This is an optimization exercise on Yosys and OpenROAD, whose aim is small area, not a production implementation.
At most, simulation tests tie the RTL to the original design; equivalence was not proved.
Function not checked in run 1: the RTL went through the layout flow alone.
Power figures rest on the tool's default switching activity, not on a simulated workload.

$ cat config.mk
export PLATFORM = sky130hd
export DESIGN_NAME = ReactionTimer
export DESIGN_NICKNAME = ReactionTimer
export VERILOG_FILES = /design/flow/design.v
export SDC_FILE = /design/flow/constraint.sdc
export NUM_CORES = 4
export LEC_CHECK = 0
export CAP_MARGIN = 20
export CORE_MARGIN = 2
export CORE_UTILIZATION = 40
export CTS_BUF_LIST = sky130_fd_sc_hd__clkbuf_4
export SLEW_MARGIN = 20
$ cat constraint.sdc
create_clock -name core_clock -period 20.0 [get_ports {clk}]
set_input_delay 4.0000 -clock core_clock [delete_from_list [all_inputs] [get_ports {clk}]]
set_output_delay 4.0000 -clock core_clock [all_outputs]
set_load 0.01 [all_outputs]
$ cat design.v
`timescale 1ns / 1ps
module ReactionTimer(
    input clk,
    input rst,
    input ck_rst,
    input [3:0] btn,
    output ck_io0,
    output ck_io1,
    output ck_io2,
    output ck_io3,
    output ck_io4,
    output ck_io5,
    output ck_io6,
    output ck_io7,
    output ck_io8,
    output ck_io9,
    output ck_io10,
    output ck_io11,
    output [3:0] leds
  );
  localparam [2:0] S_A = 3'b000, S_B = 3'b001, S_C0 = 3'b010, S_C1 = 3'b011,
                   S_D0 = 3'b100, S_D1 = 3'b101, S_E0 = 3'b111, S_E1 = 3'b110;
  reg [2:0] st;
  reg [6:0] P;
  reg [2:0] Q;
  reg [6:0] BK;
  reg [15:0] R;
  reg L;
  wire tick = (P[4:0] == 5'b10110);
  wire scan = tick & ~Q[2] & ~Q[0];
  wire blink = scan & (BK[4:0] == 5'b10110);
  wire waiting = ~st[2] & ~st[1];
  wire in_c0 = (st == S_C0);
  wire in_c1 = (st == S_C1);
  wire bcd = st[2];
  wire in_e = st[2] & st[1];
  wire in_e1 = (st == S_E1);
  wire ledon = st[2] & (st[1] | st[0]);
  always @(posedge clk)
  begin
    if (rst)
    begin
      P <= 7'd22;
      Q <= 3'b000;
      BK <= 7'd18;
    end
    else
    begin
      P <= tick ? 7'd36 : {P[5:0], P[6] ^ P[0]};
      if (tick)
        Q <= {Q[1:0], ~Q[2] & ~Q[1]};
      if (scan)
      begin
        BK[6:2] <= (BK[4:0] == 5'b10110) ? 5'b01001 : BK[5:1];
        if (waiting)
          BK[1:0] <= (BK[4:0] == 5'b10110) ? 2'b00 : {BK[0], BK[6] ^ BK[0]};
        else
          BK[1:0] <= {BK[0] & in_e1, ~BK[1] & in_e1};
      end
    end
  end
  wire [13:0] s = R[13:0];
  wire [13:0] W = {s[12:0], s[0] ^ s[13] ^ s[12] ^ s[2]};
  wire done = R[14] | (&R[13:0]);
  wire [15:0] X = in_c0 ? {R[15], 1'b0, ~W} : R;
  wire cin = waiting | (~in_e & tick);
  wire [3:0] d0 = R[3:0], d1 = R[7:4], d2 = R[11:8], d3 = R[15:12];
  wire at8191 = d3[3] & (d2 == 4'd1) & d1[3] & d1[0] & (d0 == 4'd1);
  wire [4:0] gc;
  wire [15:0] sum;
  assign gc[0] = cin;
  genvar k;
  generate
    for (k = 0; k < 4; k = k + 1)
    begin : grp
      wire [3:0] g = X[4*k+3:4*k];
      wire c1 = gc[k] & g[0];
      wire c2 = c1 & g[1];
      wire c3 = c2 & g[2];
      wire m = bcd & c1 & g[3];
      assign gc[k+1] = bcd ? m : (c3 & g[3]);
      assign sum[4*k] = g[0] ^ gc[k];
      assign sum[4*k+1] = (g[1] ^ c1) & ~m;
      assign sum[4*k+2] = g[2] ^ c2;
      assign sum[4*k+3] = (g[3] ^ c3) & ~m;
    end
  endgenerate
  wire clr = (in_c1 & done) | (bcd & cin & at8191);
  always @(posedge clk)
  begin
    if (rst | clr)
      R <= 16'd0;
    else
      R <= sum;
  end
  always @(posedge clk)
  begin
    if (rst)
      st <= S_A;
    else
    begin
      case (st)
        S_A:  if (!ck_rst) st <= S_B;
        S_B:  if (ck_rst) st <= S_C0;
        S_C0: st <= S_C1;
        S_C1: if (done) st <= S_D0;
        S_D0: st <= btn[0] ? S_E0 : S_D1;
        S_D1: if (btn[0]) st <= S_E0;
        S_E0: if (scan) st <= S_E1;
        default: st <= S_E1;
      endcase
    end
  end
  always @(posedge clk)
  begin
    if (rst)
      L <= 1'b1;
    else if (bcd)
      L <= 1'b1;
    else if (waiting & blink)
      L <= ~L;
  end
  assign leds = {{3{L & ~ledon}}, L};
  wire [1:0] dsel = BK[1:0];
  wire [3:0] d3b = (d3 == 4'd0) ? 4'd15 : d3;
  reg [3:0] dig;
  always @( * )
  begin
    case (dsel)
      2'b00: dig = d0;
      2'b01: dig = d1;
      2'b11: dig = d2;
      default: dig = d3b;
    endcase
  end
  wire [6:0] seg;
  assign seg[6] = ~((~dig[3] & ~dig[2] & ~dig[1] & dig[0]) | (dig[3] & dig[2]) | (dig[2] & ~dig[1] & ~dig[0]));
  assign seg[5] = (~dig[3] & dig[1] & dig[0]) | (~dig[2]) | (~dig[1] & ~dig[0]);
  assign seg[4] = ~((dig[3] & dig[2]) | (~dig[2] & dig[1] & ~dig[0]));
  assign seg[3] = ~((~dig[3] & ~dig[2] & ~dig[1] & dig[0]) | (dig[2] & ~dig[1] & ~dig[0]) | (dig[2] & dig[1] & dig[0]));
  assign seg[2] = ~((dig[2] & ~dig[1]) | (dig[0]));
  assign seg[1] = ~((~dig[3] & ~dig[2] & dig[0]) | (~dig[2] & dig[1]) | (dig[1] & dig[0]));
  assign seg[0] = ~((~dig[3] & ~dig[2] & ~dig[1]) | (dig[2] & dig[1] & dig[0]));
  wire [6:0] segs = seg;
  assign ck_io0 = ~(in_e1 & (dsel == 2'b00));
  assign ck_io1 = ~(in_e1 & (dsel == 2'b01));
  assign ck_io2 = ~(in_e1 & (dsel == 2'b11));
  assign ck_io3 = ~(in_e1 & (dsel == 2'b10));
  assign {ck_io4, ck_io5, ck_io6, ck_io7, ck_io8, ck_io9, ck_io10} = segs;
  assign ck_io11 = 1'b0;
endmodule
$ cat flow/run.sh
#!/bin/bash
# Layout flow: the standard ORFS flow with two changes.
#  - Synthesis is the standard flow's (same passes, same registers) except that ABC
#    maps the combinational logic with an area-oriented script (area.abc).
#  - Port buffers are sky130_fd_sc_hd__buf_1 cells.
# Each tool's output goes to its own log file in this folder.
set -euo pipefail
W=$PWD
# ORFS synth.tcl with ABC's script argument replaced by flow/area.abc
sed "/log_cmd abc {\*}\$abc_args/i set abc_args [lreplace \$abc_args 1 1 $W/flow/area.abc]" \
  "$FLOW_HOME/scripts/synth.tcl" > "$W/synth_area.tcl"
grep -q "flow/area.abc" "$W/synth_area.tcl"
# The standard flow's synthesis script, sourcing the modified synth.tcl
sed "s#^source \$::env(SCRIPTS_DIR)/synth.tcl#source $W/synth_area.tcl#" synth_recipe.tcl > "$W/synth_top.tcl"
grep -q "synth_area.tcl" "$W/synth_top.tcl"
# The standard flow's layout script, using that synthesis script
sed "s#SYNTH_SCRIPT=[^ ]*#SYNTH_SCRIPT=$W/synth_top.tcl#" standard.sh > "$W/layout.sh"
grep -q "synth_top.tcl" "$W/layout.sh"
export BUFFER_PORTS_ARGS="-buffer_cell sky130_fd_sc_hd__buf_1"
export CTS_ARGS="-buf_list sky130_fd_sc_hd__clkbuf_8 -root_buf sky130_fd_sc_hd__clkbuf_8 -sink_clustering_enable -sink_clustering_size 50 -sink_clustering_max_diameter 500 -repair_clock_nets"
bash "$W/layout.sh" > "$W/layout.log" 2>&1
$ cat standard.sh
#!/bin/bash
# synth_recipe.tcl (not shown) runs the flow's synth.tcl, then flattens the netlist and writes it again
# the make line also repeats each setting of config.mk as NAME=value (left out here)
make -C /OpenROAD-flow-scripts/flow DESIGN_CONFIG=/design/flow/config.mk WORK_HOME=/design/flow/orfs CLKGATE_MAP_FILE= SYNTH_SCRIPT=/design/flow/synth_recipe.tcl "${@:-finish}"
$ cat flow/area.abc
strash
&get -n
&st
&deepsyn -T 10
&put
dch -f
amap
topo
==> results of run 1 <==
==> state kept, by name (all words and copies together) (netlist names) <==
| register | cells |
|---|---|
| Q | 3 |
| st | 3 |
| P | 7 |
| L | 1 |
| BK | 7 |
| R | 16 |
==> cells in the final DEF (no fill, tap or decap), drive strengths merged, types with 7 or more instances in the layout <==
master and count:
or2 7, nand3 14, a21oi 12, clkinv 31
nand2 13, dfxtp 37, o22ai 17, ha 15
nor2 42, buf 19, nor2b 15, nor3 8
==> kinds of logic after synthesis <==
family / Yosys count / synth area share
compound gates: 51 / 0.173
fa+ha+maj: 15 / 0.0972
buf+inv: 34 / 0.0738
flops: 37 / 0.383
other cells: 1 / 0.00194
simple gates: 110 / 0.271
==> layer usage <==
metal | part of all wire | track usage | wire length [µm] | vias to the layer above
li1 | - | - | - | 910
met3 | 0.032 | 0.0439 | 132 | 4
met1 | 0.50 | 0.221 | 2040 | 784
met2 | 0.46 | 0.260 | 1880 | 25
met5 | 0 | 0 | 0 | -
met4 | 0.0056 | 0.0384 | 23 | 0
==> metrics by stage <==
step | instance area [µm²] | std cells | setup WS, ns
2_1_floorplan | 1930 | 248 | 13.86
3_3_place_gp | 2050 | 317 | 13.59
3_5_place_dp | 2050 | 317 | 13.56
4_1_cts | 2160 | 325 | 13.23
5_1_grt | 2160 | 325 | 12.85
6_report | 2160 | 325 | 13.22
==> how the worst max path moves through the flow <==
stage,startpoint,end
floorplan,st[1]$_SDFFE_PP0P_,R[14]$_SDFF_PP0_
global placement,BK[0]$_SDFFE_PP0P_,ck_io4
detailed placement,BK[0]$_SDFFE_PP0P_,ck_io4
CTS,BK[0]$_SDFFE_PP0P_,ck_io4
global route,BK[0]$_SDFFE_PP0P_,ck_io9
finish,BK[0]$_SDFFE_PP0P_,ck_io4
==> worst reg2reg max path, stage by stage, from the launching register on <==
cell and delay (ns):
dfxtp_1 0.37, clkinv_1 0.17, nor3_2 0.20, buf_4 0.26, clkinv_1 0.26, a211oi_1 0.33, a21oi_1 0.12, ha_1 0.21
ha_1 0.19, ha_1 0.19, ha_1 0.17, a21o_1 0.17, ha_1 0.21, ha_1 0.19, ha_1 0.20, ha_1 0.18
a21o_1 0.17, ha_1 0.21, ha_1 0.19, ha_1 0.20, ha_1 0.19, a21o_1 0.18, ha_1 0.20, ha_1 0.19
ha_1 0.28, nor2b_1 0.12
==> layout make-up <==
type / count / area (µm²) / area share
Tap cell: 54 / 67.6 / 0.0312
Timing Repair Buffer: 19 / 75.1 / 0.0347
Sequential cell: 37 / 741 / 0.342
Clock buffer: 5 / 68.8 / 0.0318
Clock inverter: 3 / 46.3 / 0.0214
Multi-Input combinational cell: 177 / 1050 / 0.487
Inverter: 30 / 113 / 0.0520
==> power by group through the flow <==
stage                Clock, W  Sequential, W  Combinational, W
finish              0.0000651      0.0000849         0.0000382
detailed placement          0      0.0000866         0.0000379
global placement            0      0.0000865         0.0000379
CTS                 0.0000667      0.0000849         0.0000383
global route        0.0000702      0.0000857         0.0000444
floorplan                   0      0.0000848         0.0000291
==> run summary, run 1 <==
Drt total wl: 4070 µm
#FFs+latches synth: 37
Total die area: 0.00540 mm²
Worst min-delay path class: flop to flop
RR Startpoint: st[1]$_SDFFE_PP0P_
FFs w/ async S/R, synth: 0
Inserted Diodes: 0
PostCTS Resize Cnt: 0
Hold Path Origin: P[4]$_SDFF_PP1_
Largest net degree at the start of global routing: 22
Reg2reg end: R[14]$_SDFF_PP0_
Worst R2R Path Depth: 25
Layout cells sized above 1: 0.0369
Worst Setup Start Kind: flop
Max Transition Viols Final: 0
RSZ-0062 raised after global routing: false
CTS clk-pin slew, worst paths: 0.08 ns
First-pass GRT wire length: 6960 µm
Htree depth: 2
Clock root cell: clkbuf_8
Clock tree buffer depth: 2
Drt pass-1 iters: 4
Rel. slew slack: 0.555
Critical path endpoint category: output pin
Area growth from synthesis to layout: 12.0%
Status: complete, no violations
Mapped Nets: 270
Pwr per Cell Area: 86.9 mW/mm²
P_int: 0.000131 W
Hold Buf Count CTS: 0
Pwr Total: 0.000188 W
Final nets: 292
Vias in the first global route: 1565
Starting DRT DRC Count: 111
Largest delay contributor family on the critical path: simple AND/OR/NAND/NOR gates
Yosys warnings: 1
Period minus WS final: 6.78 ns
Reg power frac: 0.451
Final GP Congestion: 0.901
Crit path max fanout: 9
Flop2flop setup slack: 14.52 ns
Syn Area/Cell: 7.79 µm²
Post-DP HPWL: 3070 µm
Aggregate global-route resource usage: 0.164
Share of total power in combinational logic: 0.203
CP bufs+invs: 3
Worst path cell trace: clkinv_1 > nand2_1 > nor2_1 > nand2_1 > nor3_1 > o2111ai_1 > clkinv_1 > nor3_1 > nor2_1 > nor2_1 > a21oi_1 > buf_1
Critical Path Stages: 12
Synth unique cells: 29
Final ANT Viol Nets: 0
Worst Tran Pin Value: 0.659 ns
FP Rows: 25
Skew-Pair Late Insertion Delay: 0.29 ns
Mapped Cells: 248
Vias: 1723
Slowest stage delay, CP: 0.47 ns
DR vias/cell: 5.30
Die H: 73.5 µm
Clock share of power: 0.346
Ys flop type: dfxtp_1
Worst hold slack: 0.426 ns
Hold EP: P[5]$_SDFF_PP0_
Initial antenna violation count: 0
Layout Utilization: 0.461
CTS tree: yes
Post-synth top cells: nor2_1 (42), dfxtp_1 (37), clkinv_1 (30), o22ai_1 (17)
Cts bufs inserted: 5
Maxcap violations: 0
Max VDD drop: 0.0403 mV
Postcts setup bufs: 0
Worst Clk Skew: 0.00530 ns
Critical path's slowest cell: dfxtp_1
Post-synthesis cell area: 0.00193 mm²
# IOs: 23
Core Region: 0.00469 mm²
Count leader, synth: nor2_1
GR Overflow Total: 0
Die Wd: 73.5 µm
Cell mode on critical path: nor2_1
Sw Ratio: 0.302
Cell taking the most area after synthesis: dfxtp_1
P_leak: 0.910 nW
Kind of critical path: flop to output pin
CP arrival: 2.78 ns
Initial Utilization: 0.412
Avg WL per Cell: 12.5 µm
Post-synth EDFFs: 0
F_max: 0.147 GHz
Hold Path Stages: 2
Sw Pwr: 0.0000568 W
Req. time, crit path: 16.00 ns
Period utilisation layout: 0.339
Drt drc: 0
Post-synth top area share: 0.383
Largest cells by area after synthesis: dfxtp_1 (38%), ha_1 (9.7%), nor2_1 (8.2%)
Setup Viol. Count Final: 0
Sequential-to-total area share from yosys stat: 0.383
Setup TNS: 0 ns
# fillers: 483
IO Port Bufs: 18
Clock sinks: 37
Final hold violation count: 0
==> run 2, diff against run 1 <==
--- a/design.v
+++ b/design.v
@@ -59,33 +59,39 @@
       end
     end
   end
-  wire [13:0] s = R[13:0];
-  wire [13:0] W = {s[12:0], s[0] ^ s[13] ^ s[12] ^ s[2]};
-  wire done = R[14] | (&R[13:0]);
-  wire [15:0] X = in_c0 ? {R[15], 1'b0, ~W} : R;
-  wire cin = waiting | (~in_e & tick);
+  wire fbit = R[0] ^ R[13] ^ R[12] ^ R[2];
+  wire done = (&R[12:0]) & (R[15] | ~R[14]);
+  wire in_d = st[2] & ~st[1];
+  wire cin = waiting | (tick & (in_d | (in_c1 & R[15])));
   wire [3:0] d0 = R[3:0], d1 = R[7:4], d2 = R[11:8], d3 = R[15:12];
   wire at8191 = d3[3] & (d2 == 4'd1) & d1[3] & d1[0] & (d0 == 4'd1);
-  wire [4:0] gc;
+  wire [3:0] gc;
   wire [15:0] sum;
   assign gc[0] = cin;
   genvar k;
   generate
-    for (k = 0; k < 4; k = k + 1)
+    for (k = 0; k < 3; k = k + 1)
     begin : grp
-      wire [3:0] g = X[4*k+3:4*k];
+      wire [3:0] g = R[4*k+3:4*k];
       wire c1 = gc[k] & g[0];
       wire c2 = c1 & g[1];
       wire c3 = c2 & g[2];
       wire m = bcd & c1 & g[3];
       assign gc[k+1] = bcd ? m : (c3 & g[3]);
-      assign sum[4*k] = g[0] ^ gc[k];
-      assign sum[4*k+1] = (g[1] ^ c1) & ~m;
-      assign sum[4*k+2] = g[2] ^ c2;
-      assign sum[4*k+3] = (g[3] ^ c3) & ~m;
+      assign sum[4*k] = g[0] ^ (gc[k] | in_c0);
+      assign sum[4*k+1] = (g[1] ^ (c1 | in_c0)) & ~m;
+      assign sum[4*k+2] = g[2] ^ (c2 | in_c0);
+      assign sum[4*k+3] = (g[3] ^ (c3 | in_c0)) & ~m;
     end
   endgenerate
-  wire clr = (in_c1 & done) | (bcd & cin & at8191);
+  wire t1 = gc[3] & R[12];
+  wire t2 = t1 & R[13] & bcd;
+  wire t3 = t2 & R[14];
+  assign sum[12] = R[12] ^ (gc[3] | in_c0);
+  assign sum[13] = R[13] ^ (t1 | in_c0);
+  assign sum[14] = in_c0 ? fbit : R[14] ^ t2;
+  assign sum[15] = in_c0 ? tick : R[15] ^ (in_c1 ? tick : t3);
+  wire clr = (in_c1 & done) | (in_d & tick & at8191);
   always @(posedge clk)
   begin
     if (rst | clr)
--- a/flow/run.sh
+++ b/flow/run.sh
@@ -1,8 +1,9 @@
 #!/bin/bash
-# Layout flow: the standard ORFS flow with two changes.
+# Layout flow: the standard ORFS flow with these changes.
 #  - Synthesis is the standard flow's (same passes, same registers) except that ABC
 #    maps the combinational logic with an area-oriented script (area.abc).
 #  - Port buffers are sky130_fd_sc_hd__buf_1 cells.
+#  - Clock tree: clkbuf_8 buffers, no dummy loads.
 # Each tool's output goes to its own log file in this folder.
 set -euo pipefail
 W=$PWD
@@ -17,5 +18,5 @@
 sed "s#SYNTH_SCRIPT=[^ ]*#SYNTH_SCRIPT=$W/synth_top.tcl#" standard.sh > "$W/layout.sh"
 grep -q "synth_top.tcl" "$W/layout.sh"
 export BUFFER_PORTS_ARGS="-buffer_cell sky130_fd_sc_hd__buf_1"
-export CTS_ARGS="-buf_list sky130_fd_sc_hd__clkbuf_8 -root_buf sky130_fd_sc_hd__clkbuf_8 -sink_clustering_enable -sink_clustering_size 50 -sink_clustering_max_diameter 500 -repair_clock_nets"
+export CTS_ARGS="-sink_clustering_enable -repair_clock_nets -buf_list sky130_fd_sc_hd__clkbuf_8 -dont_use_dummy_load"
 bash "$W/layout.sh" > "$W/layout.log" 2>&1
==> flow/area.abc (replaced) <==
strash
&get -n
&st
&deepsyn -J 100
&put
dch -f
amap
topo
--- a/config.mk
+++ b/config.mk
@@ -8,5 +8,4 @@
 export CAP_MARGIN = 20
 export CORE_MARGIN = 2
 export CORE_UTILIZATION = 40
-export CTS_BUF_LIST = sky130_fd_sc_hd__clkbuf_4
 export SLEW_MARGIN = 20
==> run 2 against run 1 <==
Net effect: core utilization down 0.39 points; critical path depth down 2; area after synthesis down 5.1%; final area down 7.3%; maximum frequency up 5.8%; first-iteration DRC count up 28%; worst setup slack better by 0.37 ns; sequential power down 2%; power down 11%; clock power down 28%; critical endpoint is now ck_io7.
==> run summary, run 2 <==
Largest cells by area after synthesis: dfxtp_1 (40%), nor2_1 (11%), clkinv_1 (8.4%)
#FFs+latches synth: 37 (unchanged)
Mapped Nets: 267 (-1.1%)
F_max: 0.156 GHz (+5.8%)
Status: complete, no violations
Sw Pwr: 0.0000540 W (-4.9%)
Register Area: 741 µm² (unchanged)
Syn Area/Cell: 7.08 µm² (-9.1%)
Mapped Cells: 259 (+4.4%)
Setup Viol. Count Final: 0 (unchanged)
Post-DP HPWL: 3250 µm (+5.9%)
Crit path max fanout: 7 (-2)
Post-synthesis cell area: 0.00183 mm² (-5.1%)
Skew-Pair Late Insertion Delay: 0.29 ns (about the same)
Worst Setup Start Kind: flop
Worst Tran Pin Value: 0.744 ns (+0.0844 ns)
RR Startpoint: st[1]$_SDFFE_PP0P_
Ys flop type: dfxtp_1
Commonest non-fill, non-tap cells in the layout: nor2_1 (56), clkinv_1 (41), dfxtp_1 (37)
Sequential-to-total area share from yosys stat: 0.404 (+0.0204)
FP Rows: 24 (-4.0%)
First-pass GRT wire length: 7310 µm (+5.2%)
Max reg flops: 16 (unchanged)
Hold Path Origin: P[2]$_SDFF_PP1_
CTS tree: yes
Drt pass-1 iters: 4 (unchanged)
Worst Clk Skew: 0.0162 ns (+0.0109 ns)
Worst min-delay path class: flop to flop
Drt total wl: 4280 µm (+5.1%)
Clock tree buffer depth: 2 (unchanged)
GR Overflow Total: 0 (unchanged)
# IOs: 23 (unchanged)
Max Transition Viols Final: 0 (unchanged)
CTS clk-pin slew, worst paths: 0.08 ns (about the same)
Clock sinks: 37 (unchanged)
Count leader, synth: nor2_1
Initial Utilization: 0.418 (+0.00665)
P_int: 0.000114 W (-13%)
Worst R2R Path Depth: 19 (-24%)
Hold EP: P[3]$_SDFF_PP0_
Vias: 1752 (+1.7%)
Worst hold slack: 0.425 ns (-0.00141 ns)
Final ANT Viol Nets: 0 (unchanged)
Post-synth EDFFs: 0 (unchanged)
Avg WL per Cell: 13.0 µm (+3.5%)
Final GP Congestion: 0.855 (-5.0%)
# fillers: 494 (+2.3%)
Setup TNS: 0 ns (unchanged)
Sw Ratio: 0.322 (+0.0197)
Period utilisation layout: 0.320 (-0.0187)
Kind of critical path: flop to output pin
Multi-input gate area: 910 µm² (-14%)
Reg2reg end: R[13]$_SDFF_PP0_
CP arrival: 2.41 ns (-0.37 ns)
Req. time, crit path: 16.00 ns (about the same)
RSZ-0062 raised after global routing: false
Final hold violation count: 0 (unchanged)
Yosys warnings: 1 (unchanged)
Post-synth top area share: 0.404 (+0.0204)
Critical path endpoint category: output pin
Hold Buf Count CTS: 0 (unchanged)
Vias in the first global route: 1601 (+2.3%)
Htree depth: 2 (unchanged)
Drt drc: 0 (unchanged)
Aggregate global-route resource usage: 0.183 (+0.0194)
Rel. slew slack: 0.502 (-0.0523)
Most common cell after layout, fill and taps aside: nor2_1
Core Region: 0.00438 mm² (-6.6%)
Pwr per Cell Area: 83.7 mW/mm² (-3.7%)
Post-synth top cells: nor2_1 (56), clkinv_1 (41), dfxtp_1 (37), nand2_1 (23)
Largest net degree at the start of global routing: 16 (-27%)
IO Port Bufs: 18 (unchanged)
Leading registers by flop count: R x16, BK x7, P x7
Die H: 71.7 µm (-2.4%)
DR vias/cell: 5.31 (+0.14%)
Cell taking the most area after synthesis: dfxtp_1
Area growth from synthesis to layout: 9.34%
Layout cells sized above 1: 0.0180 (-0.0189)
Maxcap violations: 0 (unchanged)
Clock share of power: 0.279 (-0.067)
Hold Path Stages: 2 (unchanged)
Final nets: 288 (-1.4%)
Share of total power in combinational logic: 0.227 (+0.024)
PostCTS Resize Cnt: 0 (unchanged)
Most flops, register: R
Inserted Diodes: 0 (unchanged)
P_leak: 0.658 nW (-28%)
FFs w/ async S/R, synth: 0 (unchanged)
Total die area: 0.00514 mm² (-4.8%)
Cts bufs inserted: 5 (unchanged)
Flop2flop setup slack: 15.47 ns (+0.95 ns)
Postcts setup bufs: 0 (unchanged)
Starting DRT DRC Count: 142 (+28%)
Synth unique cells: 31 (+6.9%)
Max VDD drop: 0.0338 mV (-16%)
Clock root cell: clkbuf_8
Die Wd: 71.7 µm (-2.4%)
Reg power frac: 0.494 (+0.043)
Initial antenna violation count: 0 (unchanged)
Period minus WS final: 6.41 ns (-0.374 ns)
-- run 2: cell count changes after synthesis, moves of 10 or more --
cell | previous run | this run
nor2_1 | 42 | 56
nand2_1 | 13 | 23
ha_1 | 15 | 1
o21ai_0 | 3 | 14
nor2b_1 | 15 | 2
clkinv_1 | 30 | 41
-- run 2: per-layer routing --
layer / global-route usage / wire length [µm] / share of wire / vias to the layer above
li1: - / - / - / 930
met1: 0.234 / 2120 / 0.50 / 770
met2: 0.292 / 1890 / 0.44 / 48
met3: 0.0492 / 215 / 0.050 / 4
met4: 0.0755 / 51 / 0.012 / 0
met5: 0 / 0 / 0 / -
-- run 2: worst max-delay path by stage --
stage,start,to,cells past startpoint
floorplan,BK[1]$_SDFFE_PP1P_,ck_io7,8
global placement,BK[1]$_SDFFE_PP1P_,ck_io7,9
detailed placement,BK[1]$_SDFFE_PP1P_,ck_io7,9
CTS,BK[1]$_SDFFE_PP1P_,ck_io7,10
global route,BK[1]$_SDFFE_PP1P_,ck_io7,9
finish,BK[1]$_SDFFE_PP1P_,ck_io7,10
-- run 2: cell type report --
cell class                 count  area share
tap                           52      0.0324
inverter                      41      0.0767
clock buffer                   5      0.0343
multi-input combinational    177       0.454
timing repair buffer          18      0.0337
sequential                    37       0.369
-- run 2: per-stage QoR --
step | total power, W | instances | setup slack (ns) | area (µm²) | util
after CTS | 0.000169 | 330 | 13.60 | 2010 | 0.457
after detailed placement | 0.000123 | 325 | 13.94 | 1940 | 0.442
after floorplan | 0.000112 | 259 | 14.17 | 1830 | -
after global placement | 0.000122 | 325 | 14.00 | 1940 | 0.442
after global routing | 0.000179 | 330 | 13.26 | 2010 | 0.457
final | 0.000168 | 330 | 13.59 | 2010 | 0.457
-- run 2: worst max-delay path, cell delays in order, from the launching register on --
cell and delay, ns:
dfxtp_1 0.40, clkinv_1 0.20, nor2_1 0.21, o21ai_0 0.16, o221ai_1 0.28, clkinv_1 0.20
nor2_1 0.22, a21oi_1 0.11, nor2_1 0.15, nor2_1 0.06, buf_1 0.13
-- run 2: power groups by stage --
| stage | combinational, W | sequential [W] | clock, W |
|---|---|---|---|
| floorplan | 0.0000284 | 0.0000833 | 0 |
| global placement | 0.0000375 | 0.0000846 | 0 |
| detailed placement | 0.0000380 | 0.0000847 | 0 |
| CTS | 0.0000381 | 0.0000830 | 0.0000480 |
| global route | 0.0000432 | 0.0000837 | 0.0000517 |
| finish | 0.0000381 | 0.0000830 | 0.0000468 |
-- run 2: logic make-up (layout without fill, tap and decap cells) --
logic type,Yosys count,in the layout,share of synthesized area
AOI/OAI and AO/OA,62,62,0.222
adders and majority gates,1,1,0.00682
buffers and inverters,45,64,0.100
DFF,37,37,0.404
other,1,1,0.00204
and+or+nand+nor,113,113,0.265
==> run 3, diff against run 2 <==
--- a/flow/run.sh
+++ b/flow/run.sh
@@ -3,7 +3,7 @@
 #  - Synthesis is the standard flow's (same passes, same registers) except that ABC
 #    maps the combinational logic with an area-oriented script (area.abc).
 #  - Port buffers are sky130_fd_sc_hd__buf_1 cells.
-#  - Clock tree: clkbuf_8 buffers, no dummy loads.
+#  - Clock tree: clkbuf_4 buffers, no dummy loads.
 # Each tool's output goes to its own log file in this folder.
 set -euo pipefail
 W=$PWD
@@ -18,5 +18,5 @@
 sed "s#SYNTH_SCRIPT=[^ ]*#SYNTH_SCRIPT=$W/synth_top.tcl#" standard.sh > "$W/layout.sh"
 grep -q "synth_top.tcl" "$W/layout.sh"
 export BUFFER_PORTS_ARGS="-buffer_cell sky130_fd_sc_hd__buf_1"
-export CTS_ARGS="-sink_clustering_enable -repair_clock_nets -buf_list sky130_fd_sc_hd__clkbuf_8 -dont_use_dummy_load"
+export CTS_ARGS="-sink_clustering_enable -repair_clock_nets -buf_list sky130_fd_sc_hd__clkbuf_4 -dont_use_dummy_load"
 bash "$W/layout.sh" > "$W/layout.log" 2>&1
==> run 3 against run 2 <==
Net effect: maximum frequency decreased by 1.0%; routed wire length is 0.21% higher; cell count unchanged; core utilization shrank 0.71 points; non-clock buffer count did not move; clock-buffer cell count stayed put; sequential power hardly changed; area after synthesis did not move; worst setup slack got worse by 0.067 ns; largest cell class unchanged.
==> run summary, run 3 <==
Layout cells sized above 1: 0.0180 (unchanged)
Max Used Layer: met4
Placed Instances: 325 (unchanged)
Worst min-delay path class: flop to flop
P_leak: 0.645 nW (-2.0%)
# IOs: 23 (unchanged)
Leading registers by flop count: R x16, BK x7, P x7
Ys flop type: dfxtp_1
GR Overflow Total: 0 (unchanged)
First-pass GRT wire length: 7290 µm (-0.38%)
Cts bufs inserted: 5 (unchanged)
Reg2reg end: R[13]$_SDFF_PP0_
PostCTS Resize Cnt: 0 (unchanged)
Yosys warnings: 1 (unchanged)
Final nets: 288 (unchanged)
Initial Utilization: 0.418 (unchanged)
Metal3 WL: 271 µm (+26%)
Drt pass-1 iters: 4 (unchanged)
Die Wd: 71.7 µm (unchanged)
Layout Cells excl Fill: 330 (unchanged)
Post-synthesis cell area: 0.00183 mm² (unchanged)
Most flops, register: R
Most common cell after layout, fill and taps aside: nor2_1
Starting DRT DRC Count: 149 (+4.9%)
Post-synth top cells: nor2_1 (56), clkinv_1 (41), dfxtp_1 (37), nand2_1 (23)
Largest cells by area after synthesis: dfxtp_1 (40%), nor2_1 (11%), clkinv_1 (8.4%)
Postcts setup bufs: 0 (unchanged)
Worst setup path end: ck_io7
Drt total wl: 4290 µm (+0.21%)
Clock sinks: 37 (unchanged)
DP Area: 0.00194 mm² (unchanged)
Syn Area/Cell: 7.08 µm² (unchanged)
Maxcap violations: 0 (unchanged)
Inserted Diodes: 0 (unchanged)
Rel. slew slack: 0.492 (-0.0102)
Htree depth: 2 (unchanged)
Core Region: 0.00438 mm² (unchanged)
Skew-Pair Late Insertion Delay: 0.34 ns (+0.05 ns)
Period minus WS final: 6.47 ns (+0.0672 ns)
Max VDD drop: 0.0292 mV (-14%)
Layout Utilization: 0.450 (-0.00714)
Post-DP HPWL: 3250 µm (unchanged)
Largest net degree at the start of global routing: 16 (unchanged)
Worst Tran Pin Value: 0.759 ns (+0.0153 ns)
Hold Path Origin: P[2]$_SDFF_PP1_
CTS clk-pin slew, worst paths: 0.12 ns (+0.04 ns)
RSZ-0062 raised after global routing: false
Post-route cell area: 0.00197 mm² (-1.6%)
Metal2 WL: 1880 µm (-0.37%)
Clock tree buffer depth: 2 (unchanged)
Max reg flops: 16 (unchanged)
Worst Setup Start Kind: flop
Total die area: 0.00514 mm² (unchanged)
Crit path max fanout: 7 (unchanged)
Flop2flop setup slack: 15.37 ns (-0.10 ns)
Critical path origin: BK[1]$_SDFFE_PP1P_
Mapped Cells: 259 (unchanged)
Worst Clk Skew: 0.0265 ns (+0.0103 ns)
Vias in the first global route: 1608 (+0.44%)
Critical path endpoint category: output pin
Post-synth top area share: 0.404 (unchanged)
Die H: 71.7 µm (unchanged)
Commonest non-fill, non-tap cells in the layout: nor2_1 (56), clkinv_1 (41), dfxtp_1 (37)
F_max: 0.154 GHz (-1.0%)
Clock root cell: clkbuf_4
Max Transition Viols Final: 0 (unchanged)
Area growth from synthesis to layout: 7.64%
Status: complete, no violations
Setup Viol. Count Final: 0 (unchanged)
Final hold violation count: 0 (unchanged)
Count leader, synth: nor2_1
Metal-1 WL: 2090 µm (-1.4%)
Pwr per Cell Area: 78.8 mW/mm² (-5.9%)
RR Startpoint: st[1]$_SDFFE_PP0P_
Post-synth EDFFs: 0 (unchanged)
Drt drc: 0 (unchanged)
Kind of critical path: flop to output pin
Final ANT Viol Nets: 0 (unchanged)
Synth unique cells: 31 (unchanged)
IO Port Bufs: 18 (unchanged)
Final GP Congestion: 0.855 (unchanged)
Mapped Nets: 267 (unchanged)
Cell taking the most area after synthesis: dfxtp_1
Sequential-to-total area share from yosys stat: 0.404 (unchanged)
FFs w/ async S/R, synth: 0 (unchanged)
FP Rows: 24 (unchanged)
Period utilisation layout: 0.324 (+0.00336)
Req. time, crit path: 16.00 ns (about the same)
#FFs+latches synth: 37 (unchanged)
Worst R2R Path Depth: 19 (unchanged)
CTS tree: yes
CP arrival: 2.47 ns (+0.06 ns)
Hold Buf Count CTS: 0 (unchanged)
Initial antenna violation count: 0 (unchanged)
Vias: 1794 (+2.4%)
Aggregate global-route resource usage: 0.181 (-0.00205)
DR vias/cell: 5.44 (+2.4%)
Avg WL per Cell: 13.0 µm (+0.21%)
Setup TNS: 0 ns (unchanged)
==> run 3: changes by cell type in the layout (fill, tap and decap cells not counted) <==
cell / change
clkbuf_4: +5
clkbuf_8: -5
==> run 3: how the worst min path moves through the flow <==
stage,slack [ns],cells past startpoint,end
after detailed placement,0.42,2,P[3]$_SDFF_PP0_
after floorplan,0.40,2,P[5]$_SDFF_PP0_
after global placement,0.41,2,P[5]$_SDFF_PP0_
final,0.43,2,P[3]$_SDFF_PP0_
after CTS,0.43,2,P[5]$_SDFF_PP0_
after global routing,0.45,2,P[5]$_SDFF_PP0_
==> run 3: cell families (layout without fill, tap and decap cells) <==
group,count (synthesis),after routing,synth area share
compound gates,62,62,0.222
fa+ha+maj,1,1,0.00682
buf+inv,45,64,0.100
flops,37,37,0.404
other cells,1,1,0.00204
simple gates,113,113,0.265
==> run 3: layout make-up <==
| cell class | instances | area (µm²) |
|---|---|---|
| Sequential cell | 37 | 741 |
| Inverter | 41 | 154 |
| Tap cell | 52 | 65.1 |
| Timing Repair Buffer | 18 | 67.6 |
| Multi-Input combinational cell | 177 | 910 |
| Clock buffer | 5 | 37.5 |
| Fill cell | 494 | 2410 |
==> run 3: per-layer routing <==
metal	vias to the layer above	global-route usage
li1	937	-
met1	796	0.233
met2	57	0.292
met3	4	0.0534
met4	0	0.0566
met5	-	0
==> run 3: through the flow <==
stage | power [W] | worst slack, ns | hold WS [ns]
floorplan | 0.000112 | 14.17 | 0.401
global placement | 0.000122 | 14.00 | 0.414
detailed placement | 0.000123 | 13.94 | 0.417
CTS | 0.000157 | 13.53 | 0.433
global route | 0.000166 | 13.17 | 0.453
finish | 0.000155 | 13.53 | 0.431
==> run 3: critical path, stage by stage (launching register included) <==
cell and delay (ns):
dfxtp_1 0.41, clkinv_1 0.20, nor2_1 0.22, o21ai_0 0.16, o221ai_1 0.28, clkinv_1 0.20, nor2_1 0.22, a21oi_1 0.11
nor2_1 0.15, nor2_1 0.06, buf_1 0.13
==> run 3: report_power, final <==
part	total, W	switching (W)	internal, W
sequential	0.0000830	0.00000424	0.0000787
combinational	0.0000382	0.0000255	0.0000127
clock	0.0000344	0.0000226	0.0000118
total	0.000155	0.0000523	0.000103
==> run 4, diff against run 3 <==
--- a/design.v
+++ b/design.v
@@ -23,12 +23,13 @@
   reg [2:0] st;
   reg [6:0] P;
   reg [2:0] Q;
-  reg [6:0] BK;
+  reg [4:0] BK;
   reg [15:0] R;
   reg L;
   wire tick = (P[4:0] == 5'b10110);
   wire scan = tick & ~Q[2] & ~Q[0];
-  wire blink = scan & (BK[4:0] == 5'b10110);
+  wire bk_end = BK[4] & BK[3] & BK[2] & ~BK[0];
+  wire blink = scan & bk_end & (R[3:0] == 4'd0);
   wire waiting = ~st[2] & ~st[1];
   wire in_c0 = (st == S_C0);
   wire in_c1 = (st == S_C1);
@@ -42,7 +43,7 @@
     begin
       P <= 7'd22;
       Q <= 3'b000;
-      BK <= 7'd18;
+      BK <= 5'd26;
     end
     else
     begin
@@ -51,9 +52,9 @@
         Q <= {Q[1:0], ~Q[2] & ~Q[1]};
       if (scan)
       begin
-        BK[6:2] <= (BK[4:0] == 5'b10110) ? 5'b01001 : BK[5:1];
+        BK[4:2] <= bk_end ? 3'b101 : BK[3:1];
         if (waiting)
-          BK[1:0] <= (BK[4:0] == 5'b10110) ? 2'b00 : {BK[0], BK[6] ^ BK[0]};
+          BK[1:0] <= bk_end ? 2'b00 : {BK[0], BK[1] ^ BK[4]};
         else
           BK[1:0] <= {BK[0] & in_e1, ~BK[1] & in_e1};
       end
@@ -64,7 +65,7 @@
   wire in_d = st[2] & ~st[1];
   wire cin = waiting | (tick & (in_d | (in_c1 & R[15])));
   wire [3:0] d0 = R[3:0], d1 = R[7:4], d2 = R[11:8], d3 = R[15:12];
-  wire at8191 = d3[3] & (d2 == 4'd1) & d1[3] & d1[0] & (d0 == 4'd1);
+  wire at8191 = d3[3] & d2[0] & d1[3] & d1[0] & (d0 == 4'd1);
   wire [3:0] gc;
   wire [15:0] sum;
   assign gc[0] = cin;
==> run 4 against run 3 <==
Net effect: still clean on timing, DRC and antenna; sequential power is 2% lower; global-route usage grew 0.37 points; core utilization is 0.69 points lower; synthesized cell count is 4.6% lower; sequential cell count decreased by 2.
==> run summary, run 4 <==
Yosys warnings: 1 (unchanged)
CP arrival: 2.73 ns (+0.26 ns)
Largest cells by area after synthesis: dfxtp_1 (40%), nor2_1 (11%), clkinv_1 (8.3%)
Htree depth: 2 (unchanged)
RR Startpoint: st[2]$_SDFFE_PP0P_
Post-synth top cells: nor2_1 (51), clkinv_1 (39), dfxtp_1 (35), nand2_1 (27), o21ai_0 (13)
GR Overflow Total: 0 (unchanged)
Critical Path Stages: 12 (+2)
Mapped Cells: 247 (-4.6%)
Clock tree buffer depth: 2 (unchanged)
Core Region: 0.00429 mm² (-2.1%)
Layout cells sized above 1: 0.0188 (+0.000811)
Final ANT Viol Nets: 0 (unchanged)
Critical path endpoint category: output pin
P_leak: 0.671 nW (+4.0%)
Area growth from synthesis to layout: 7.94%
F_max: 0.149 GHz (-3.8%)
First-pass GRT wire length: 7350 µm (+0.85%)
Rel. slew slack: 0.515 (+0.0224)
Drt total wl: 4170 µm (-2.8%)
Vias: 1719 (-4.2%)
Setup TNS: 0 ns (unchanged)
Period minus WS final: 6.73 ns (+0.253 ns)
Worst Setup Start Kind: flop
Worst path cell trace: clkinv_1 > nand2_1 > nor2_1 > nor4_1 > clkinv_1 > nor2_1 > nor2_1 > nor2_1 > nor2_1 > nor2_1 > nor2_1 > buf_1
Cts bufs inserted: 5 (unchanged)
PostCTS Resize Cnt: 0 (unchanged)
Die H: 70.4 µm (-1.8%)
Worst min-delay path class: flop to flop
IO Port Bufs: 18 (unchanged)
Max Transition Viols Final: 0 (unchanged)
Flop2flop setup slack: 16.84 ns (+1.47 ns)
Kind of critical path: flop to output pin
P_int: 0.0000999 W (-3.2%)
Vias in the first global route: 1586 (-1.4%)
DR vias/cell: 5.41 (-0.56%)
Reg power frac: 0.536 (+0.003)
Drt drc: 0 (unchanged)
FFs w/ async S/R, synth: 0 (unchanged)
Synth unique cells: 34 (+9.7%)
Leading registers by flop count: R x16, P x7, BK x5
Clock sinks: 35 (-5.4%)
Ys flop type: dfxtp_1
Max VDD drop: 0.0364 mV (+25%)
Drt pass-1 iters: 4 (unchanged)
Mapped Nets: 255 (-4.5%)
Req. time, crit path: 16.00 ns (about the same)
RSZ-0062 raised after global routing: false
Most common cell after layout, fill and taps aside: nor2_1
Skew-Pair Late Insertion Delay: 0.34 ns (about the same)
Post-synth top area share: 0.397 (-0.00666)
FP Rows: 24 (unchanged)
Worst Tran Pin Value: 0.725 ns (-0.0335 ns)
Post-synth EDFFs: 0 (unchanged)
Largest delay contributor family on the critical path: simple AND/OR/NAND/NOR gates
Final GP Congestion: 0.883 (+3.2%)
Critical path origin: BK[1]$_SDFFE_PP1P_
Pwr per Cell Area: 79.5 mW/mm² (+0.93%)
Slowest stage delay, CP: 0.50 ns (+0.09 ns)
Cell mode on critical path: nor2_1
Worst setup path end: ck_io9
Post-DP HPWL: 3160 µm (-2.8%)
Reg2reg end: R[9]$_SDFF_PP0_
Avg WL per Cell: 13.1 µm (+0.84%)
Initial Utilization: 0.411 (-0.00754)
Commonest non-fill, non-tap cells in the layout: nor2_1 (51), clkinv_1 (39), dfxtp_1 (35)
Sw Ratio: 0.340 (+0.00372)
Max reg flops: 16 (unchanged)
Die Wd: 70.4 µm (-1.8%)
Aggregate global-route resource usage: 0.185 (+0.00375)
Share of total power in combinational logic: 0.245 (about the same)
Sw Pwr: 0.0000515 W (-1.6%)
Setup Viol. Count Final: 0 (unchanged)
CTS clk-pin slew, worst paths: 0.11 ns (about the same)
Cell taking the most area after synthesis: dfxtp_1
Syn Area/Cell: 7.14 µm² (+0.85%)
#FFs+latches synth: 35 (-5.4%)
Inserted Diodes: 0 (unchanged)
Crit path max fanout: 8 (+1)
Status: complete, no violations
Final hold violation count: 0 (unchanged)
Post-synthesis cell area: 0.00176 mm² (-3.8%)
Hold Buf Count CTS: 0 (unchanged)
Final nets: 276 (-4.2%)
Maxcap violations: 0 (unchanged)
CTS tree: yes
Most flops, register: R
# IOs: 23 (unchanged)
Clock share of power: 0.219 (-0.002)
Period utilisation layout: 0.336 (+0.0127)
Postcts setup bufs: 0 (unchanged)
Starting DRT DRC Count: 129 (-13%)
Worst R2R Path Depth: 10 (-9)
Count leader, synth: nor2_1
Placed Instances: 313 (-3.7%)
Largest net degree at the start of global routing: 13 (-3)
Sequential-to-total area share from yosys stat: 0.397 (-0.00666)
Critical path's slowest cell: dfxtp_1
Initial antenna violation count: 0 (unchanged)
Clock root cell: clkbuf_4
Layout Cells excl Fill: 318 (-3.6%)
Worst Clk Skew: 0.0271 ns (+0.000650 ns)
Total die area: 0.00496 mm² (-3.6%)
CP bufs+invs: 3 (unchanged)
==> run 4: cell count changes in the layout (fill, tap and decap cells not counted), moves of 3 or more <==
cell / delta
nor3_1: -7
nor2_1: -5
nand2_1: +4
o22ai_1: -3
==> run 4: area by class of cell <==
type | count | area [µm²]
well taps | 52 | 65.1
inverters | 39 | 146
clock buffers | 5 | 37.5
repair buffers | 18 | 67.6
fillers | 456 | 2390
multi-input cells | 169 | 887
flip-flops and latches | 35 | 701
==> run 4: cells by family (layout without fill, tap and decap cells) <==
group / Yosys count / after routing / share of synthesized area
compound gates: 63 / 63 / 0.240
fa+ha+maj: 1 / 1 / 0.00709
simple gates: 104 / 104 / 0.253
flops: 35 / 35 / 0.397
other cells: 1 / 1 / 0.00213
buf+inv: 43 / 62 / 0.100
==> run 4: worst min-delay path by stage <==
stage / start / to / slack [ns] / cells after the start
6_report: P[2]$_SDFF_PP1_ / P[3]$_SDFF_PP0_ / 0.43 / 2
4_1_cts: P[2]$_SDFF_PP1_ / P[3]$_SDFF_PP0_ / 0.44 / 2
3_3_place_gp: P[2]$_SDFF_PP1_ / P[3]$_SDFF_PP0_ / 0.42 / 2
2_1_floorplan: P[4]$_SDFF_PP1_ / P[5]$_SDFF_PP0_ / 0.40 / 2
3_5_place_dp: P[2]$_SDFF_PP1_ / P[3]$_SDFF_PP0_ / 0.42 / 2
5_1_grt: P[2]$_SDFF_PP1_ / P[3]$_SDFF_PP0_ / 0.45 / 2
==> run 4: worst min-delay path, stage by stage (launching register included) <==
cell	delay, ns
dfxtp_1	0.32
clkinv_1	0.05
nor2_1	0.04
==> run 4: metal layers <==
metal	track usage	share of wire	wire length, µm	up-vias
met5	0	0	0	-
met1	0.261	0.48	2000	774
met2	0.280	0.45	1890	40
li1	-	-	-	901
met3	0.0346	0.060	249	4
met4	0.0641	0.0065	27	0
==> run 4: per-stage QoR <==
stage / hold WS (ns) / total power (W) / utilization / setup WS (ns) / area [µm²]
after floorplan: 0.401 / 0.000109 / - / 14.13 / 1760
after global placement: 0.424 / 0.000119 / 0.435 / 13.64 / 1870
after detailed placement: 0.415 / 0.000119 / 0.435 / 13.66 / 1870
after CTS: 0.441 / 0.000152 / 0.443 / 13.27 / 1900
after global routing: 0.453 / 0.000162 / 0.443 / 13.05 / 1900
final: 0.435 / 0.000151 / 0.443 / 13.27 / 1900
==> run 4: power by group through the flow <==
stage                     logic [W]  registers (W)  clock network, W
after CTS                 0.0000369      0.0000812         0.0000343
final                     0.0000371      0.0000812         0.0000331
after floorplan           0.0000275      0.0000811                 0
after detailed placement  0.0000367      0.0000828                 0
after global routing      0.0000422      0.0000823         0.0000374
after global placement    0.0000365      0.0000828                 0
==> run 5, diff against run 4 <==
--- a/flow/run.sh
+++ b/flow/run.sh
@@ -18,5 +18,5 @@
 sed "s#SYNTH_SCRIPT=[^ ]*#SYNTH_SCRIPT=$W/synth_top.tcl#" standard.sh > "$W/layout.sh"
 grep -q "synth_top.tcl" "$W/layout.sh"
 export BUFFER_PORTS_ARGS="-buffer_cell sky130_fd_sc_hd__buf_1"
-export CTS_ARGS="-sink_clustering_enable -repair_clock_nets -buf_list sky130_fd_sc_hd__clkbuf_4 -dont_use_dummy_load"
+export CTS_ARGS="-sink_clustering_enable -repair_clock_nets -buf_list {sky130_fd_sc_hd__clkbuf_2 sky130_fd_sc_hd__clkbuf_4} -dont_use_dummy_load"
 bash "$W/layout.sh" > "$W/layout.log" 2>&1
==> run 5 against run 4 <==
Net effect: worst hold slack did not move; routed wire length is the same; maximum frequency did not move; first-iteration DRC count stayed put; largest cell class unchanged; register-to-register slack about the same; clock skew stayed put; non-clock buffer count unchanged.
==> run summary, run 5 <==
FFs w/ async S/R, synth: 0 (unchanged)
Kind of critical path: flop to output pin
PostCTS Resize Cnt: 0 (unchanged)
Leading registers by flop count: R x16, P x7, BK x5
Drt total wl: 4170 µm (unchanged)
Multi-input gate area: 887 µm² (unchanged)
Count leader, synth: nor2_1
Largest cells by area after synthesis: dfxtp_1 (40%), nor2_1 (11%), clkinv_1 (8.3%)
Final ANT Viol Nets: 0 (unchanged)
Syn Area/Cell: 7.14 µm² (unchanged)
Worst min-delay path class: flop to flop
Post-synth top cells: nor2_1 (51), clkinv_1 (39), dfxtp_1 (35), nand2_1 (27), o21ai_0 (13)
Worst R2R Path Depth: 10 (unchanged)
Setup Viol. Count Final: 0 (unchanged)
Worst Tran Pin Value: 0.725 ns (unchanged)
P_leak: 0.671 nW (unchanged)
Critical Path Stages: 12 (unchanged)
Slowest stage delay, CP: 0.50 ns (about the same)
Period utilisation layout: 0.336 (unchanged)
Critical path endpoint category: output pin
Hold Path Origin: P[2]$_SDFF_PP1_
Vias: 1719 (unchanged)
Most common cell after layout, fill and taps aside: nor2_1
Worst Clk Skew: 0.0271 ns (unchanged)
Mapped Nets: 255 (unchanged)
Post-DP HPWL: 3160 µm (unchanged)
Yosys warnings: 1 (unchanged)
# fillers: 456 (unchanged)
RSZ-0062 raised after global routing: false
Rel. slew slack: 0.515 (unchanged)
Worst path cell trace: clkinv_1 > nand2_1 > nor2_1 > nor4_1 > clkinv_1 > nor2_1 > nor2_1 > nor2_1 > nor2_1 > nor2_1 > nor2_1 > buf_1
Final GP Congestion: 0.883 (unchanged)
# IOs: 23 (unchanged)
Post-synth EDFFs: 0 (unchanged)
DR vias/cell: 5.41 (unchanged)
Most flops, register: R
Layout Utilization: 0.443 (unchanged)
Flop2flop setup slack: 16.84 ns (about the same)
#FFs+latches synth: 35 (unchanged)
Clock root cell: clkbuf_4
Ys flop type: dfxtp_1
Cell mode on critical path: nor2_1
Sequential-to-total area share from yosys stat: 0.397 (unchanged)
Req. time, crit path: 16.00 ns (about the same)
Register Area: 701 µm² (unchanged)
Commonest non-fill, non-tap cells in the layout: nor2_1 (51), clkinv_1 (39), dfxtp_1 (35)
Core Region: 0.00429 mm² (unchanged)
IO Port Bufs: 18 (unchanged)
Vias in the first global route: 1586 (unchanged)
Post-synth top area share: 0.397 (unchanged)
F_max: 0.149 GHz (unchanged)
RR Startpoint: st[2]$_SDFFE_PP0P_
Htree depth: 2 (unchanged)
Max VDD drop: 0.0364 mV (unchanged)
Clock tree buffer depth: 2 (unchanged)
Critical path's slowest cell: dfxtp_1
Status: complete, no violations
Post-synthesis cell area: 0.00176 mm² (unchanged)
Setup TNS: 0 ns (unchanged)
Avg WL per Cell: 13.1 µm (unchanged)
Final hold violation count: 0 (unchanged)
Cts bufs inserted: 5 (unchanged)
Drt drc: 0 (unchanged)
Die H: 70.4 µm (unchanged)
Aggregate global-route resource usage: 0.185 (unchanged)
Largest net degree at the start of global routing: 13 (unchanged)
CTS clk-pin slew, worst paths: 0.11 ns (about the same)
Total die area: 0.00496 mm² (unchanged)
Crit path max fanout: 8 (unchanged)
Skew-Pair Late Insertion Delay: 0.34 ns (about the same)
Cell taking the most area after synthesis: dfxtp_1
Largest delay contributor family on the critical path: simple AND/OR/NAND/NOR gates
Layout cells sized above 1: 0.0188 (unchanged)
GR Overflow Total: 0 (unchanged)
Synth unique cells: 34 (unchanged)
Mapped Cells: 247 (unchanged)
Final nets: 276 (unchanged)
Die Wd: 70.4 µm (unchanged)
Starting DRT DRC Count: 129 (unchanged)
Area growth from synthesis to layout: 7.94% (unchanged)
CP bufs+invs: 3 (unchanged)
CTS tree: yes
FP Rows: 24 (unchanged)
First-pass GRT wire length: 7350 µm (unchanged)
Postcts setup bufs: 0 (unchanged)
Drt pass-1 iters: 4 (unchanged)
Critical path origin: BK[1]$_SDFFE_PP1P_
Maxcap violations: 0 (unchanged)
Period minus WS final: 6.73 ns (unchanged)
Reg2reg end: R[9]$_SDFF_PP0_
Initial antenna violation count: 0 (unchanged)
Clock sinks: 35 (unchanged)
Max Transition Viols Final: 0 (unchanged)
CP arrival: 2.73 ns (about the same)
Inserted Diodes: 0 (unchanged)
Max reg flops: 16 (unchanged)
Initial Utilization: 0.411 (unchanged)
Worst Setup Start Kind: flop
Pwr per Cell Area: 79.5 mW/mm² (unchanged)
Worst setup path end: ck_io9
Hold Buf Count CTS: 0 (unchanged)
==> run 5: cell counts in the layout (fill, tap and decap cells not counted) <==
Identical to the previous run, type by type.
==> run 5: power breakdown <==
part / switching, W / total [W] / internal, W
Sequential: 0.00000565 / 0.0000812 / 0.0000756
Clock: 0.0000214 / 0.0000331 / 0.0000117
Combinational: 0.0000245 / 0.0000371 / 0.0000126
Total: 0.0000515 / 0.000151 / 0.0000999
==> run 5: cells by family (layout without fill, tap and decap cells) <==
family	count (synthesis)	after routing	share of synthesized area
AOI/OAI and AO/OA	63	63	0.240
and+or+nand+nor	104	104	0.253
buffers and inverters	43	62	0.100
DFF	35	35	0.397
other	1	1	0.00213
adders and majority gates	1	1	0.00709
==> run 5: final cells by class <==
class | instances | area share
multi-input combinational | 169 | 0.466
tap | 52 | 0.0342
sequential | 35 | 0.368
clock buffer | 5 | 0.0197
inverter | 39 | 0.0769
timing repair buffer | 18 | 0.0355
==> run 5: worst min-delay path by stage <==
stage                                 end  depth (start not counted)
after floorplan           P[5]$_SDFF_PP0_                          2
after global placement    P[3]$_SDFF_PP0_                          2
after detailed placement  P[3]$_SDFF_PP0_                          2
after CTS                 P[3]$_SDFF_PP0_                          2
after global routing      P[3]$_SDFF_PP0_                          2
final                     P[3]$_SDFF_PP0_                          2
==> run 5: tightest hold or removal path, stage by stage (launching register included) <==
cell and delay (ns):
dfxtp_1 0.32, clkinv_1 0.05, nor2_1 0.04
==> run 5: per-layer routing <==
metal,track usage,wire length (µm)
met5,0,0
met4,0.0641,27
met3,0.0346,249
met2,0.280,1890
met1,0.261,2000
==> run 5: stage by stage <==
step | total power [W] | hold WS (ns) | worst slack, ns | cells | area (µm²)
after detailed placement | 0.000119 | 0.415 | 13.66 | 313 | 1870
final | 0.000151 | 0.435 | 13.27 | 318 | 1900
after global placement | 0.000119 | 0.424 | 13.64 | 313 | 1870
after floorplan | 0.000109 | 0.401 | 14.13 | 247 | 1760
after global routing | 0.000162 | 0.453 | 13.05 | 318 | 1900
after CTS | 0.000152 | 0.441 | 13.27 | 318 | 1900
==> run 6, diff against run 5 <==
--- a/design.v
+++ b/design.v
@@ -23,12 +23,13 @@
   reg [2:0] st;
   reg [6:0] P;
   reg [2:0] Q;
-  reg [4:0] BK;
-  reg [15:0] R;
+  reg [2:0] BK;
+  reg [1:0] BT;
+  reg [13:0] R;
   reg L;
   wire tick = (P[4:0] == 5'b10110);
   wire scan = tick & ~Q[2] & ~Q[0];
-  wire bk_end = BK[4] & BK[3] & BK[2] & ~BK[0];
+  wire bk_end = BT[1] & BT[0] & BK[2] & ~BK[0];
   wire blink = scan & bk_end & (R[3:0] == 4'd0);
   wire waiting = ~st[2] & ~st[1];
   wire in_c0 = (st == S_C0);
@@ -43,7 +44,7 @@
     begin
       P <= 7'd22;
       Q <= 3'b000;
-      BK <= 5'd26;
+      BK[2:0] <= 3'b010;
     end
     else
     begin
@@ -52,22 +53,22 @@
         Q <= {Q[1:0], ~Q[2] & ~Q[1]};
       if (scan)
       begin
-        BK[4:2] <= bk_end ? 3'b101 : BK[3:1];
+        BK[2] <= bk_end | BK[1];
         if (waiting)
-          BK[1:0] <= bk_end ? 2'b00 : {BK[0], BK[1] ^ BK[4]};
+          BK[1:0] <= bk_end ? 2'b00 : {BK[0], BK[1] ^ BT[1]};
         else
           BK[1:0] <= {BK[0] & in_e1, ~BK[1] & in_e1};
       end
     end
   end
   wire fbit = R[0] ^ R[13] ^ R[12] ^ R[2];
-  wire done = (&R[12:0]) & (R[15] | ~R[14]);
+  wire done = (&R[12:0]) & (BT[1] | ~BT[0]);
   wire in_d = st[2] & ~st[1];
-  wire cin = waiting | (tick & (in_d | (in_c1 & R[15])));
-  wire [3:0] d0 = R[3:0], d1 = R[7:4], d2 = R[11:8], d3 = R[15:12];
+  wire cin = waiting | (tick & (in_d | (in_c1 & BT[1])));
+  wire [3:0] d0 = R[3:0], d1 = R[7:4], d2 = R[11:8], d3 = {BT, R[13:12]};
   wire at8191 = d3[3] & d2[0] & d1[3] & d1[0] & (d0 == 4'd1);
   wire [3:0] gc;
-  wire [15:0] sum;
+  wire [13:0] sum;
   assign gc[0] = cin;
   genvar k;
   generate
@@ -87,18 +88,32 @@
   endgenerate
   wire t1 = gc[3] & R[12];
   wire t2 = t1 & R[13] & bcd;
-  wire t3 = t2 & R[14];
+  wire t3 = t2 & BT[0];
   assign sum[12] = R[12] ^ (gc[3] | in_c0);
   assign sum[13] = R[13] ^ (t1 | in_c0);
-  assign sum[14] = in_c0 ? fbit : R[14] ^ t2;
-  assign sum[15] = in_c0 ? tick : R[15] ^ (in_c1 ? tick : t3);
   wire clr = (in_c1 & done) | (in_d & tick & at8191);
   always @(posedge clk)
   begin
     if (rst | clr)
-      R <= 16'd0;
+      R <= 14'd0;
     else
       R <= sum;
+  end
+  always @(posedge clk)
+  begin
+    if (rst)
+      BT <= 2'b11;
+    else if (clr)
+      BT <= 2'b00;
+    else if (waiting)
+    begin
+      if (scan)
+        BT <= bk_end ? 2'b10 : {BT[0], BK[2]};
+    end
+    else if (in_c0)
+      BT <= {tick, fbit};
+    else
+      BT <= {BT[1] ^ (in_c1 ? tick : t3), BT[0] ^ t2};
   end
   always @(posedge clk)
   begin
--- a/flow/run.sh
+++ b/flow/run.sh
@@ -18,5 +18,5 @@
 sed "s#SYNTH_SCRIPT=[^ ]*#SYNTH_SCRIPT=$W/synth_top.tcl#" standard.sh > "$W/layout.sh"
 grep -q "synth_top.tcl" "$W/layout.sh"
 export BUFFER_PORTS_ARGS="-buffer_cell sky130_fd_sc_hd__buf_1"
-export CTS_ARGS="-sink_clustering_enable -repair_clock_nets -buf_list {sky130_fd_sc_hd__clkbuf_2 sky130_fd_sc_hd__clkbuf_4} -dont_use_dummy_load"
+export CTS_ARGS="-sink_clustering_enable -repair_clock_nets -buf_list sky130_fd_sc_hd__clkbuf_4 -dont_use_dummy_load"
 bash "$W/layout.sh" > "$W/layout.log" 2>&1
==> run 6 against run 5 <==
Net effect: area after synthesis down 0.28%; largest power group unchanged; die area down 0.27%; global-route usage down 0.17 points.
==> run summary, run 6 <==
Critical path endpoint category: output pin
Multi-input gate area: 930 µm² (+4.8%)
CTS clk-pin slew, worst paths: 0.11 ns (about the same)
Drt total wl: 4290 µm (+3.1%)
Drt pass-1 iters: 5 (+1)
Largest family of logic cells by synthesized area: simple AND/OR/NAND/NOR gates
Synth unique cells: 35 (+2.9%)
Postcts setup bufs: 0 (unchanged)
Leading registers by flop count: R x14, P x7
Worst hold slack: 0.428 ns (-0.00627 ns)
Adder-cell share of the synthesized area: 0.00711 (+0.0000202)
Maxcap violations: 0 (unchanged)
Largest net degree at the start of global routing: 15 (+2)
Cell taking the most area after synthesis: dfxtp_1
Most flops, register: R
Pwr per Cell Area: 93.4 mW/mm² (+18%)
DR vias/cell: 5.52 (+2.2%)
Core Region: 0.00429 mm² (unchanged)
Mapped Nets: 255 (unchanged)
Inserted Diodes: 0 (unchanged)
P_leak: 0.649 nW (-3.3%)
Clock root cell: clkbuf_4
Avg WL per Cell: 13.5 µm (+3.1%)
Final GP Congestion: 0.837 (-5.2%)
Post-synthesis cell area: 0.00176 mm² (-0.28%)
Initial antenna violation count: 0 (unchanged)
RSZ-0062 raised after global routing: false
Syn Area/Cell: 7.12 µm² (-0.28%)
Flop2flop setup slack: 16.58 ns (-0.26 ns)
Final nets: 276 (unchanged)
First-pass GRT wire length: 7200 µm (-2.1%)
Cts bufs inserted: 5 (unchanged)
Clock sinks: 33 (-5.7%)
Area growth from synthesis to layout: 7.97% (about the same)
Worst Setup Slack, final: 13.23 ns (-0.0458 ns)
Vias: 1756 (+2.2%)
Req. time, crit path: 16.00 ns (about the same)
Post-synthesis mux area share: 0 (unchanged)
Worst Clk Skew: 0.0211 ns (-0.00602 ns)
Setup Viol. Count Final: 0 (unchanged)
Post-synth top cells: nor2_1 (53), clkinv_1 (37), dfxtp_1 (33), nand2_1 (18), nor3_1 (13)
#FFs+latches synth: 33 (-5.7%)
Clock tree buffer depth: 2 (unchanged)
F_max: 0.148 GHz (-0.68%)
Layout cells sized above 1: 0.0188 (unchanged)
Worst setup path end: ck_io4
Ys flop type: dfxtp_1
Reg2reg end: BT[0]$_SDFFE_PP1P_
Die H: 70.3 µm (-0.13%)
Skew-Pair Late Insertion Delay: 0.34 ns (about the same)
Sequential-to-total area share from yosys stat: 0.376 (-0.0216)
Die Wd: 70.3 µm (-0.13%)
Simple-gate share of the synthesized area: 0.279 (+0.0256)
Setup TNS: 0 ns (unchanged)
Most common cell after layout, fill and taps aside: nor2_1
Drt drc: 0 (unchanged)
Max VDD drop: 0.0261 mV (-28%)
Yosys warnings: 1 (unchanged)
Critical path origin: BK[1]$_SDFFE_PP1P_
Post-DP HPWL: 3250 µm (+2.9%)
Compound-Gate Fraction of Synth Area: 0.240 (about the same)
Worst Setup Start Kind: flop
Status: complete, no violations
CP arrival: 2.77 ns (+0.04 ns)
Rel. slew slack: 0.512 (-0.00207)
CTS tree: yes
Hold Buf Count CTS: 0 (unchanged)
# IOs: 23 (unchanged)
Post-Place Worst Slack: 13.62 ns (-0.0430 ns)
FP Rows: 24 (unchanged)
Post-synth top area share: 0.376 (-0.0216)
Period utilisation layout: 0.339 (+0.00229)
Period minus WS final: 6.77 ns (+0.0458 ns)
Worst Tran Pin Value: 0.725 ns (-0.000894 ns)
Max Transition Viols Final: 0 (unchanged)
Worst R2R Path Depth: 16 (+6)
Register Area: 661 µm² (-5.7%)
Aggregate global-route resource usage: 0.183 (-0.00175)
Kind of critical path: flop to output pin
IO Port Bufs: 18 (unchanged)
Synth Area in XOR/XNOR: 0 (unchanged)
Initial Utilization: 0.410 (-0.00117)
Htree depth: 2 (unchanged)
Count leader, synth: nor2_1
Final ANT Viol Nets: 0 (unchanged)
RR Startpoint: P[4]$_SDFF_PP1_
Mapped Cells: 247 (unchanged)
Vias in the first global route: 1563 (-1.5%)
Starting DRT DRC Count: 161 (+25%)
FFs w/ async S/R, synth: 0 (unchanged)
# fillers: 455 (-0.22%)
Commonest non-fill, non-tap cells in the layout: nor2_1 (53), clkinv_1 (37), dfxtp_1 (33)
Largest cells by area after synthesis: dfxtp_1 (38%), nor2_1 (11%), clkinv_1 (7.9%)
Post-synth EDFFs: 0 (unchanged)
Crit path max fanout: 8 (unchanged)
Total die area: 0.00494 mm² (-0.27%)
PostCTS Resize Cnt: 0 (unchanged)
Hold Path Origin: P[4]$_SDFF_PP1_
Final hold violation count: 0 (unchanged)
Worst min-delay path class: flop to flop
Pwr Total: 0.000177 W (+17%)
Max reg flops: 14 (-2)
GR Overflow Total: 0 (unchanged)
==> run 6: cell count changes after synthesis, sizes merged, moves of 3 or more <==
cell,previous run,this run
nand2,27,18
nor3,6,13
nand3,4,8
nor2b,0,4
and3,4,1
o21ai,13,10
==> run 6: area by class of cell <==
type,instances,share of cell area
multi-input cells,173,0.489
repair buffers,18,0.0356
flip-flops and latches,33,0.348
clock buffers,5,0.0198
well taps,52,0.0343
inverters,37,0.0731
==> run 6: per-stage QoR <==
| step | area [µm²] | instances | utilization |
|---|---|---|---|
| floorplan | 1760 | 247 | - |
| global placement | 1860 | 313 | 0.434 |
| detailed placement | 1860 | 313 | 0.434 |
| CTS | 1900 | 318 | 0.442 |
| global route | 1900 | 318 | 0.442 |
| finish | 1900 | 318 | 0.442 |
==> run 6: worst min-delay path by stage <==
stage / cells past startpoint / to
floorplan: 2 / P[5]$_SDFF_PP0_
global placement: 2 / P[3]$_SDFF_PP0_
detailed placement: 2 / P[5]$_SDFF_PP0_
CTS: 2 / P[5]$_SDFF_PP0_
global route: 2 / P[5]$_SDFF_PP0_
finish: 2 / P[5]$_SDFF_PP0_
==> run 6: cell families (layout without fill, tap and decap cells) <==
kind of cell | after synthesis | after routing
and+or+nand+nor | 110 | 110
DFF | 33 | 33
adders and majority gates | 1 | 1
AOI/OAI and AO/OA | 61 | 61
buffers and inverters | 41 | 60
other | 1 | 1
==> run 6: worst max-delay path, cell delays in order, from the launching register on <==
cell      delay (ns)
dfxtp_1         0.43
clkinv_1        0.23
nand2_1         0.19
nor2_1          0.06
nor4_1          0.65
nand2_1         0.16
clkinv_1        0.07
o21ai_0         0.09
nor2b_1         0.18
nor2_1          0.08
o21a_1          0.17
buf_1           0.12
==> run 6: report_power, final <==
group	switching (W)	total [W]	internal, W
Sequential	0.00000988	0.0000839	0.0000740
Clock	0.0000211	0.0000328	0.0000117
Combinational	0.0000389	0.0000607	0.0000218
==> run 6: routing by layer <==
metal,vias up,routed length (µm),part of all wire,global-route usage
met5,-,0,0,0
met4,0,71,0.017,0.0641
met3,6,299,0.070,0.0404
met2,67,1840,0.43,0.286
met1,776,2080,0.48,0.247
li1,907,-,-,-

## separate check: timing with driven ports
Ports are ideal in the flow. The routed layouts listed here were re-timed in OpenROAD. Step 1, drivers: a clkbuf_16 drives clk and a buf_2 each remaining input, both assumed. Step 2 also shifts input and output timing later by t, the mid clock arrival at the registers, as if the neighbouring blocks saw the same clock. Three values: no drivers, after step 1, after step 2; two values: the first two.
run	shift t [ns]	slack for setup (ns)	worst hold slack (ns)
run 1	0.311	13.219 / 13.193 / 13.505	0.426 / 0.426 / 0.426
run 2	0.312	13.593 / 13.563 / 13.876	0.425 / 0.425 / 0.425
run 3	0.353	13.526 / 13.502 / 13.855	0.431 / 0.431 / 0.431
run 4	0.355	13.273 / 13.249 / 13.604	0.435 / 0.435 / 0.435
run 5	0.355	13.273 / 13.249 / 13.604	0.435 / 0.435 / 0.435
run 6	0.357	13.227 / 13.203 / 13.560	0.428 / 0.428 / 0.428
After both steps every run listed still meets setup and hold.
